From an optimization exercise on the open Yosys and OpenROAD flow, aimed at small area, a short achievable clock period and few clock cycles per item; shortcuts taken in it are not production practice.
At most, simulation tests tie the RTL to the original design; equivalence was not proved.

==> v30: inputs <==
==> flow/design.v (excerpt) <==
module multiplyer(
    clk,
    rst_n,
    A,
    B,
    result,
    start_sig,
    done_sig
);
export LEC_CHECK = 0
export CAP_MARGIN = 20
export CORE_MARGIN = 2
export CORE_UTILIZATION = 40
export SETUP_SLACK_MARGIN = 2.8
export SLEW_MARGIN = 20
create_clock -name core_clock -period 8.0 [get_ports {clk}]
standard.sh (not shown) runs the stock make flow with config.mk's settings and CLKGATE_MAP_FILE= SYNTH_SCRIPT=/design/flow/synth_recipe.tcl, a recipe that flattens the netlist after the stock synthesis.
==> flow/flow/run.sh <==
#!/bin/bash
set -uo pipefail
export BUFFER_PORTS_ARGS="-buffer_cell sky130_fd_sc_hd__buf_2"
bash standard.sh synth > synth.log 2>&1 || exit 1
R=$(sed -n 's/.*WORK_HOME=\([^ ]*\).*/\1/p' standard.sh | head -1)/results/$FLOW_PLATFORM/multiplyer/base
LIB=$FLOW_HOME/platforms/$FLOW_PLATFORM/lib/sky130_fd_sc_hd__tt_025C_1v80.lib
cp $R/1_2_yosys.v yosys_orig.v
python3 flow/polopt2.py $LIB yosys_orig.v yosys_pol.v > polopt.log 2>&1
python3 flow/cutff.py yosys_orig.v orig_comb.v
python3 flow/cutff.py yosys_pol.v pol_comb.v
cat > equiv.ys <<EOS
read_liberty -ignore_miss_func $LIB
read_verilog orig_comb.v
rename $FLOW_TOP gold
read_verilog pol_comb.v
rename $FLOW_TOP gate
flatten
miter -equiv -flatten gold gate miter
hierarchy -top miter
techmap
opt -fast
aigmap
write_aiger -zinit miter.aig
EOS
ABC=$(dirname $(command -v yosys))/yosys-abc
if [ -s yosys_pol.v ] && yosys -s equiv.ys > equiv.log 2>&1 && \
   $ABC -c "read miter.aig; print_stats; iprove" > cec.log 2>&1 && \
   grep -q "^UNSATISFIABLE" cec.log; then
  cp yosys_pol.v $R/1_2_yosys.v
  rm -f $R/1_synth.odb
  echo "polarity rewrite used" >> polopt.log
else
  echo "equivalence not proven; keeping synthesized netlist" >> polopt.log
fi
bash standard.sh > standard.log 2>&1
Other scripts of this flow, unchanged in this note and not shown: flow/flow/cutff.py, flow/flow/polopt2.py
==> inputs of v32, as changes to v30 <==
--- a/flow/design.v
+++ b/flow/design.v
@@ -1755,15 +1755,16 @@
     always @(posedge clk) begin
         rX <= zx[36:12];
         rY <= zy[36:12];
         rC <= zl[12];
         rS <= {1'b0, A[30:23]} + {1'b0, B[30:23]};
         rSign <= A[31] ^ B[31];
     end
-    wire    [24:0]P = rX + rY + rC;
+    wire    [25:0]Pc = {rX, rC} + {rY, 1'b1};
+    wire    [24:0]P = Pc[25:1];
     wire    p47 = P[24];
     wire    [9:0]E0 = {1'b0, rS} - 10'd127;
     wire    [9:0]E1 = {1'b0, rS} - 10'd126;
     wire    ov0 = (E0[9:8] == 2'b01);
     wire    un0 = (E0[9:8] == 2'b11);
     wire    ov1 = (E1[9:8] == 2'b01);
     wire    un1 = (E1[9:8] == 2'b11);
CTS_BUF_LIST = sky130_fd_sc_hd__clkbuf_4 sky130_fd_sc_hd__clkbuf_8   (was not set)
CTS_CLUSTER_SIZE = 30   (was not set)
==> inputs of v27, as changes to v30 <==
--- a/flow/design.v
+++ b/flow/design.v
@@ -1755,15 +1755,16 @@
     always @(posedge clk) begin
         rX <= zx[36:12];
         rY <= zy[36:12];
         rC <= zl[12];
         rS <= {1'b0, A[30:23]} + {1'b0, B[30:23]};
         rSign <= A[31] ^ B[31];
     end
-    wire    [24:0]P = rX + rY + rC;
+    wire    [25:0]Pc = {rX, rC} + {rY, 1'b1};
+    wire    [24:0]P = Pc[25:1];
     wire    p47 = P[24];
     wire    [9:0]E0 = {1'b0, rS} - 10'd127;
     wire    [9:0]E1 = {1'b0, rS} - 10'd126;
     wire    ov0 = (E0[9:8] == 2'b01);
     wire    un0 = (E0[9:8] == 2'b11);
     wire    ov1 = (E1[9:8] == 2'b01);
     wire    un1 = (E1[9:8] == 2'b11);
==> summary of the runs <==
- The highest cell area belongs to v30, the lowest to v32.
- First-iteration DRC count: v32 is larger than v27 (5.2%).
- v27 completed without violations. v32 finished clean. v30 passed the timing, DRC and antenna checks.
- Fmax: v32 > v27 > v30.
- Area after synthesis is the same in v27 and v32.
- In v27 the wire length is lower than in v32, by 0.32%.
- In count of clock-buffer cells in the layout, v27 and v32 do not differ.
- In v30 the critical path depth is higher than in v32, by 1.
No functional check of the RTL was part of any run of this note.

* * *

==> run a: inputs <==
multiplyer, a different RTL version from the one above (not shown whole).
clock: 8.0 ns
lec_check: 0
abc_area: 1
cap_margin: 20
core_margin: 2
core_utilization: 60
cts_buf_list: sky130_fd_sc_hd__clkbuf_4 sky130_fd_sc_hd__clkbuf_8
cts_cluster_size: 30
place_density: 0.75
setup_slack_margin: 2.8
slew_margin: 20
==> flow/flow/polopt2.py <==
#!/usr/bin/env python3
"""Inverter minimisation on a mapped sky130 netlist by output polarity.

Every full adder is self-dual (FA(~a,~b,~c) = (~sum,~cout)), and many
single-output gates have a complementary cell with the same inputs
(and2/nand2, a21o/a21oi, xor2/xnor2, ...).  This pass chooses for each full
adder and each such gate whether it produces its signal true or
complemented, so that the inverters between cells plus the gates' area are
as small as possible, and rewires the netlist with at most one inverter per
signal.  Flip-flops, half adders, ports and other cells keep their
function; the result is logically equivalent (checked by the flow with Yosys).

usage: polopt2.py liberty in.v out.v
"""
import re
import sys
import random
import itertools
from collections import defaultdict

libf, inf, outf = sys.argv[1:4]
OUTPINS = {"X", "Y", "SUM", "COUT", "Q", "Q_N", "HI", "LO"}
INV_AREA = 3.7536

# ---- liberty: area, single-output function truth tables, complements ----
lib = open(libf).read()
libcells = {}
for m in re.finditer(r'cell \("(sky130_fd_sc_hd__\w+)"\) \{', lib):
    name = m.group(1)
    start = m.end()
    nxt = lib.find('\n    cell (', start)
    blk = lib[start:nxt if nxt > 0 else len(lib)]
    am = re.search(r'area : ([\d.]+)', blk)
    if not am or 'ff (' in blk or 'latch (' in blk or 'statetable' in blk:
        continue
    funcs = re.findall(r'pin \("(\w+)"\) \{(?:(?!pin \().)*?direction : "output";(?:(?!pin \().)*?function : "([^"]*)"', blk, re.S)
    ins = re.findall(r'pin \("(\w+)"\) \{\s*(?:[^{}]*?)direction : "input"', blk)
    libcells[name] = (float(am.group(1)), funcs, tuple(sorted(ins)))


def truth(func, ins):
    expr = func.replace('!', '~')
    tt = 0
    for i, vals in enumerate(itertools.product((0, 1), repeat=len(ins))):
        env = dict(zip(ins, vals))
        if eval(expr, {}, env) & 1:
            tt |= 1 << i
    return tt


bad = re.compile(r'lpflow|probe|clk|dly|buf_|bufinv|bufbuf|einv|ebuf|conb|diode|tap|fill|decap|mux2i|lsbuf')
sig = {}
for name, (area, funcs, ins) in libcells.items():
    if len(funcs) != 1 or bad.search(name) or not ins:
        continue
    sig[name] = (ins, truth(funcs[0][1], ins), funcs[0][0], area)
bykey = defaultdict(list)
for name, (ins, tt, op, area) in sig.items():
    bykey[(ins, tt)].append((area, name))
comp = {}
for name, (ins, tt, op, area) in sig.items():
    full = (1 << (1 << len(ins))) - 1
    c = bykey.get((ins, tt ^ full))
    if c:
        comp[name] = min(c)[1]

# ---- netlist ----
src = open(inf).read()
cell_re = re.compile(r"^(\s*)(sky130_fd_sc_hd__\w+)\s+(\S+)\s*\((.*?)\);\n", re.S | re.M)
pin_re = re.compile(r"\.(\w+)\(([^()]*)\)")
cells = []
for m in cell_re.finditer(src):
    pins = [(p, n.strip()) for p, n in pin_re.findall(m.group(4))]
    cells.append(dict(type=m.group(2), name=m.group(3), pins=pins, span=m.span(), ind=m.group(1)))

outports = set()
for m in re.finditer(r"^\s*output\s+(\[(\d+):(\d+)\]\s*)?(\S+?)\s*;", src, re.M):
    if m.group(1):
        hi, lo = int(m.group(2)), int(m.group(3))
        for i in range(min(hi, lo), max(hi, lo) + 1):
            outports.add(f"{m.group(4)}[{i}]")
    else:
        outports.add(m.group(4))

driver = {}
for ci, c in enumerate(cells):
    for p, n in c["pins"]:
        if p in OUTPINS:
            driver[n] = (ci, p)

is_inv = lambda t: re.match(r"sky130_fd_sc_hd__inv_\d+$", t) is not None
is_fa = lambda t: re.match(r"sky130_fd_sc_hd__fa_\d+$", t) is not None

removable = set()
for ci, c in enumerate(cells):
    if is_inv(c["type"]) and dict(c["pins"])["Y"] not in outports:
        removable.add(ci)

# gates that may swap to their complement: not driving a port directly
swappable = set()
for ci, c in enumerate(cells):
    if ci in removable or c["type"] not in comp:
        continue
    outs = [n for p, n in c["pins"] if p in OUTPINS]
    if len(outs) == 1 and outs[0] not in outports:
        swappable.add(ci)
fas = set(ci for ci, c in enumerate(cells) if is_fa(c["type"]))


def base(n):
    pol = 0
    for _ in range(1000):
        if n in driver and driver[n][0] in removable:
            n = dict(cells[driver[n][0]]["pins"])["A"]
            pol ^= 1
        else:
            return n, pol
    raise Exception("inverter loop")


cons = defaultdict(list)   # base -> [(ci, pi, pol)]
reads = defaultdict(set)   # ci -> bases it reads
for ci, c in enumerate(cells):
    if ci in removable:
        continue
    for pi, (p, n) in enumerate(c["pins"]):
        if p in OUTPINS or n.startswith("1'") or n == "":
            continue
        b, pol = base(n)
        cons[b].append((ci, pi, pol))
        reads[ci].add(b)
outs_of = {ci: [n for p, n in cells[ci]["pins"] if p in OUTPINS] for ci in range(len(cells))}

flip = defaultdict(int)


def phys(b):
    d = driver.get(b)
    if d and (d[0] in fas or d[0] in swappable):
        return flip[d[0]]
    return 0


def inv_needed(b):
    ph = phys(b)
    for ci, pi, pol in cons.get(b, ()):
        if (pol ^ (flip[ci] if ci in fas else 0)) != ph:
            return 1
    return 0


def gate_area(ci):
    t = cells[ci]["type"]
    return sig[comp[t]][3] if flip[ci] else sig[t][3]


def local(ci):
    bs = set(outs_of[ci])
    if ci in fas:
        bs |= reads[ci]
    a = sum(inv_needed(b) for b in bs) * INV_AREA
    if ci in swappable:
        a += gate_area(ci)
    return a


allbases = list(cons.keys())
before_inv = sum(inv_needed(b) for b in allbases)
vars_ = sorted(fas | swappable)
import math
rng = random.Random(1)
cur = sum(inv_needed(b) for b in allbases) * INV_AREA + sum(gate_area(c) for c in swappable)
best = cur
bestflip = dict(flip)
T0, T1, steps = 4.0, 0.05, 200000
for st in range(steps):
    T = T0 * (T1 / T0) ** (st / steps)
    ci = vars_[rng.randrange(len(vars_))]
    a0 = local(ci)
    flip[ci] ^= 1
    a1 = local(ci)
    d = a1 - a0
    if d <= 0 or rng.random() < math.exp(-d / T):
        cur += d
        if cur < best - 1e-9:
            best = cur
            bestflip = dict(flip)
    else:
        flip[ci] ^= 1
flip = defaultdict(int, bestflip)
after_inv = sum(inv_needed(b) for b in allbases)
sys.stderr.write(f"removable inverters {len(removable)} -> signals needing an inverter "
                 f"{before_inv} -> {after_inv}; adders flipped {sum(flip[c] for c in fas)}, "
                 f"gates swapped {sum(flip[c] for c in swappable)} of {len(swappable)}\n")

# ---- rewrite ----
newpins = {ci: list(c["pins"]) for ci, c in enumerate(cells)}
newtype = {ci: c["type"] for ci, c in enumerate(cells)}
for ci in swappable:
    if flip[ci]:
        t = cells[ci]["type"]
        nt = comp[t]
        op_old = sig[t][2]
        op_new = sig[nt][2]
        newtype[ci] = nt
        newpins[ci] = [(op_new if p == op_old else p, n) for p, n in newpins[ci]]
newcells = []
newwires = []
k = 0
for b, lst in cons.items():
    ph = phys(b)
    invnet = None
    for ci, pi, pol in lst:
        req = pol ^ (flip[ci] if ci in fas else 0)
        p, _ = newpins[ci][pi]
        if req == ph:
            newpins[ci][pi] = (p, b)
        else:
            if invnet is None:
                k += 1
                invnet = f"_polinv{k}_"
                newwires.append(invnet)
                newcells.append(f"  sky130_fd_sc_hd__inv_1 _polinvc{k}_ (\n    .A({b} ),\n    .Y({invnet} )\n  );\n")
            newpins[ci][pi] = (p, invnet)

out = []
pos = 0
for ci, c in enumerate(cells):
    s, e = c["span"]
    out.append(src[pos:s])
    pos = e
    if ci in removable:
        continue
    body = ",\n".join(f"    .{p}({n} )" for p, n in newpins[ci])
    out.append(f"{c['ind']}{newtype[ci]} {c['name']} (\n{body}\n  );\n")
tail = src[pos:]
i = tail.rfind("endmodule")
out.append(tail[:i] + "".join(newcells) + tail[i:])
text = "".join(out)
decl = "".join(f"  wire {w};\n" for w in newwires)
j = text.index(");", text.index("module")) + 3
text = text[:j] + decl + text[j:]
open(outf, "w").write(text)
Scripts as last shown in full above: flow/flow/run.sh
Other scripts of this flow, unchanged in this note and not shown: flow/flow/cutff.py
==> inputs of run b, as changes to run a <==
--- a/flow/design.v
+++ b/flow/design.v
@@ -19,14 +19,15 @@
     reg     [1:0]cnt;       
     reg     [26:0]rX;          
     reg     [26:0]rY;
     reg     rC;
     reg     [2:0]rDX;        
     reg     [2:0]rDY;
-    reg     [8:0]rS;           
+    reg     [8:0]rS1;          
     reg     rSign;
+    wire    [9:0]S1w = {1'b0, A[30:23], 1'b1} + {1'b0, B[30:23], 1'b1};
     wire    first = (cnt == 2'd0);
     wire    done = (cnt == 2'd2);
     always @(posedge clk or negedge rst_n)
         if (!rst_n)
             cnt <= 2'd0;
         else if (start_sig && !done)
@@ -1151,27 +1152,28 @@
     always @(posedge clk) begin
         rX <= zx[38:12];
         rY <= zy[38:12];
         rC <= zl[9];
         rDX <= zx[11:9];
         rDY <= zy[11:9];
-        rS <= {1'b0, A[30:23]} + {1'b0, B[30:23]};
+        rS1 <= S1w[9:1];
         rSign <= A[31] ^ B[31];
     end
     wire    [25:0]Pc = {rX[24:0], cin} + {rY[24:0], 1'b1};
     wire    [24:0]P = Pc[25:1];
     wire    p47 = P[24];
-    wire    [9:0]E0 = {1'b0, rS} - 10'd127;
-    wire    [9:0]E1 = {1'b0, rS} - 10'd126;
-    wire    ov0 = (E0[9:8] == 2'b01);
-    wire    un0 = (E0[9:8] == 2'b11);
-    wire    ov1 = (E1[9:8] == 2'b01);
-    wire    un1 = (E1[9:8] == 2'b11);
+    wire    [7:0]Ex0 = rS1[7:0] ^ 8'h80;
+    wire    [7:0]Ex1 = (rS1[7:0] + 8'd1) ^ 8'h80;
+    wire    all7 = &rS1[6:0];
+    wire    ov0 = rS1[8] & rS1[7];                   
+    wire    un0 = ~rS1[8] & ~rS1[7];                 
+    wire    ov1 = rS1[8] & (rS1[7] | all7);          
+    wire    un1 = ~rS1[8] & ~rS1[7] & ~all7;         
     wire    ok0 = ~(ov0 | un0);
     wire    ok1 = ~(ov1 | un1);
-    wire    [8:0]R0 = ok0 ? {rSign, E0[7:0]} : 9'h07F;
-    wire    [8:0]R1 = ok1 ? {rSign, E1[7:0]} : 9'h07F;
+    wire    [8:0]R0 = ok0 ? {rSign, Ex0} : 9'h07F;
+    wire    [8:0]R1 = ok1 ? {rSign, Ex1} : 9'h07F;
     wire    [22:0]M0 = P[22:0] & {23{ok0}};
     wire    [22:0]M1 = P[23:1] & {23{ok1}};
     assign  result = p47 ? {R1, M1} : {R0, M0};
     assign  done_sig = {p47 ? ov1 : ov0, p47 ? un1 : un0, 1'b0, done};
 endmodule
--- a/flow/flow/run.sh
+++ b/flow/flow/run.sh
@@ -1,9 +1,9 @@
 #!/bin/bash
 set -uo pipefail
-export BUFFER_PORTS_ARGS="-buffer_cell sky130_fd_sc_hd__buf_2"
+export BUFFER_PORTS_ARGS="-buffer_cell sky130_fd_sc_hd__buf_1"
 bash standard.sh synth > synth.log 2>&1 || exit 1
 R=$(sed -n 's/.*WORK_HOME=\([^ ]*\).*/\1/p' standard.sh | head -1)/results/$FLOW_PLATFORM/multiplyer/base
 LIB=$FLOW_HOME/platforms/$FLOW_PLATFORM/lib/sky130_fd_sc_hd__tt_025C_1v80.lib
 cp $R/1_2_yosys.v yosys_orig.v
 python3 flow/polopt2.py $LIB yosys_orig.v yosys_pol.v > polopt.log 2>&1
 python3 flow/cutff.py yosys_orig.v orig_comb.v
--- a/flow/flow/polopt2.py
+++ b/flow/flow/polopt2.py
@@ -93,21 +93,21 @@
 
 removable = set()
 for ci, c in enumerate(cells):
     if is_inv(c["type"]) and dict(c["pins"])["Y"] not in outports:
         removable.add(ci)
 
+fas = set(ci for ci, c in enumerate(cells) if is_fa(c["type"]))
 # gates that may swap to their complement: not driving a port directly
 swappable = set()
 for ci, c in enumerate(cells):
     if ci in removable or c["type"] not in comp:
         continue
     outs = [n for p, n in c["pins"] if p in OUTPINS]
     if len(outs) == 1 and outs[0] not in outports:
         swappable.add(ci)
-fas = set(ci for ci, c in enumerate(cells) if is_fa(c["type"]))
 
 
 def base(n):
     pol = 0
     for _ in range(1000):
         if n in driver and driver[n][0] in removable:
@@ -127,12 +127,14 @@
         if p in OUTPINS or n.startswith("1'") or n == "":
             continue
         b, pol = base(n)
         cons[b].append((ci, pi, pol))
         reads[ci].add(b)
 outs_of = {ci: [n for p, n in cells[ci]["pins"] if p in OUTPINS] for ci in range(len(cells))}
+swappable = set(ci for ci in swappable
+                if cons.get(outs_of[ci][0]) and all(x[0] in fas for x in cons[outs_of[ci][0]]))
 
 flip = defaultdict(int)
 
 
 def phys(b):
     d = driver.get(b)
Settings changed: ABC_AREA 1 to default, SETUP_SLACK_MARGIN 2.8 to 3.0.
==> inputs of run c, as changes to run a <==
--- a/flow/flow/polopt2.py
+++ b/flow/flow/polopt2.py
@@ -93,21 +93,21 @@
 
 removable = set()
 for ci, c in enumerate(cells):
     if is_inv(c["type"]) and dict(c["pins"])["Y"] not in outports:
         removable.add(ci)
 
+fas = set(ci for ci, c in enumerate(cells) if is_fa(c["type"]))
 # gates that may swap to their complement: not driving a port directly
 swappable = set()
 for ci, c in enumerate(cells):
     if ci in removable or c["type"] not in comp:
         continue
     outs = [n for p, n in c["pins"] if p in OUTPINS]
     if len(outs) == 1 and outs[0] not in outports:
         swappable.add(ci)
-fas = set(ci for ci, c in enumerate(cells) if is_fa(c["type"]))
 
 
 def base(n):
     pol = 0
     for _ in range(1000):
         if n in driver and driver[n][0] in removable:
@@ -127,12 +127,14 @@
         if p in OUTPINS or n.startswith("1'") or n == "":
             continue
         b, pol = base(n)
         cons[b].append((ci, pi, pol))
         reads[ci].add(b)
 outs_of = {ci: [n for p, n in cells[ci]["pins"] if p in OUTPINS] for ci in range(len(cells))}
+swappable = set(ci for ci in swappable
+                if cons.get(outs_of[ci][0]) and all(x[0] in fas for x in cons[outs_of[ci][0]]))
 
 flip = defaultdict(int)
 
 
 def phys(b):
     d = driver.get(b)
Settings changed: ABC_AREA 1 to default, SETUP_SLACK_MARGIN 2.8 to 2.5.
==> inputs of run d, as changes to run a <==
Settings changed: ABC_AREA 1 to default, CORE_UTILIZATION 60 to 40, PLACE_DENSITY 0.75 to default.
==> notes.md <==
core area=0.0197 mm2; Final Core Density=65.8%; final std cells w/o fill=1854; r2r setup slk=2.95 ns; Seq area share=10.9%; nets=1895; met3 Use GR=6.72%; Vias/cell=5.76; Gate Count Post-Synth=1535; outcome=no timing/DRC/antenna violations; Setup Slack @ Placement=2.27 ns; largest registers=rX: 26 flops, rY: 25 flops, rS: 9 flops; Via Count=10700; post-route cell area=0.0129 mm2; post_cts resized=4; Worst EP required=8.25 ns; area delta synth->final=6.74%
-- figures above: run a

==> notes.md <==
outcome=no timing/DRC/antenna violations; final std cells w/o fill=1487; Final Core Density=44.8%; count of multi-input gates=904; Setup Slack @ Placement=2.13 ns; met3 Use GR=4.62%; Vias/cell=5.74; r2r setup slk=3.17 ns; initial antenna violation count=0; area delta synth->final=10.1%; post-route cell area=0.0120 mm2; largest registers=rX: 26 flops, rY: 25 flops, rS: 9 flops; Via Count=8528; Gate Count Post-Synth=1085; Met3 Wirelength=2530 um; post_cts resized=10
-- figures above: run d

==> notes.md <==
nets=1484; final std cells w/o fill=1404; R2R cell count=17; largest registers=rX: 26 flops, rY: 25 flops, rS1: 9 flops; most common cell after layout, fill and taps aside=fa_1; number of diodes=0; Setup Slack @ Placement=2.07 ns; post-route cell area=0.0122 mm2; area delta synth->final=11.4%; Worst EP required=8.26 ns; Vias/cell=6.55; tap cells=229; outcome=no timing/DRC/antenna violations; r2r setup slk=3.27 ns; core area=0.0180 mm2; Seq area share=11.5%; highest-count cells in the layout ignoring fill and taps=fa_1 (163), a22oi_1 (136), xnor2_1 (120); Max-area cell class=multi-input gates
-- figures above: run b

==> notes.md <==
outcome=no timing/DRC/antenna violations; Final Core Density=65.5%; final std cells w/o fill=1361; Vias/cell=6.41; Setup Slack @ Placement=2.30 ns; H-tree depth=3; Seq area share=12.0%; CP max FO=3; met3 Use GR=7.70%; nets=1439; Gate Count Post-Synth=1077; Met3 Wirelength=3030 um; post_cts resized=0; area delta synth->final=7.44%; Via Count=8719; Worst EP required=6.40 ns; post-route cell area=0.0118 mm2; io pins=103
-- figures above: run c

Testbench counts of run a, summed over its fixed seeds: cycles 4,800, items 1,600.
Testbench counts of run c, summed over its fixed seeds: cycles 4,800, items 1,600.
Testbench counts of run d, summed over its fixed seeds: cycles 4,800, items 1,600.
For run b, only the layout was checked, not whether the RTL still works.

afterwards: timing with drivers on the ports:
Ports are ideal in the flow. The routed layouts listed here were re-timed in OpenROAD. Step 1 assumes that a clkbuf_16 drives the clock port and a buf_2 every other input. Step 2, shift: input delay + t, output delay - t, t = (earliest + latest rising clock arrival at the registers) / 2. This alone moves slack from input paths to output paths. Slacks: ideal ports / drivers / drivers and shift; pairs: ideal ports / drivers.
run | t, ns | setup slack, ns | worst register clock-pin slew, ns
v30 | 0.378 | 2.871 / 2.882 / 2.510 | 0.07 / 0.07
v32 | 0.405 | 2.930 / 2.949 / 2.546 | 0.09 / 0.09
v27 | 0.376 | 2.888 / 2.908 / 2.532 | 0.06 / 0.06
run a | 0.408 | 2.892 / 2.913 / 2.505 | 0.10 / 0.10
run b | 0.409 | 3.084 / 3.070 / 2.683 | 0.09 / 0.09
run c | 0.411 | 2.794 / 2.758 / 2.404 | 0.09 / 0.09
run d | 0.414 | 2.958 / 2.982 / 2.568 | 0.09 / 0.09
After both steps every run listed still meets setup and hold. For run b, which loses most, drivers alone change the setup slack by -0.014 ns; drivers and shift together by -0.401 ns.
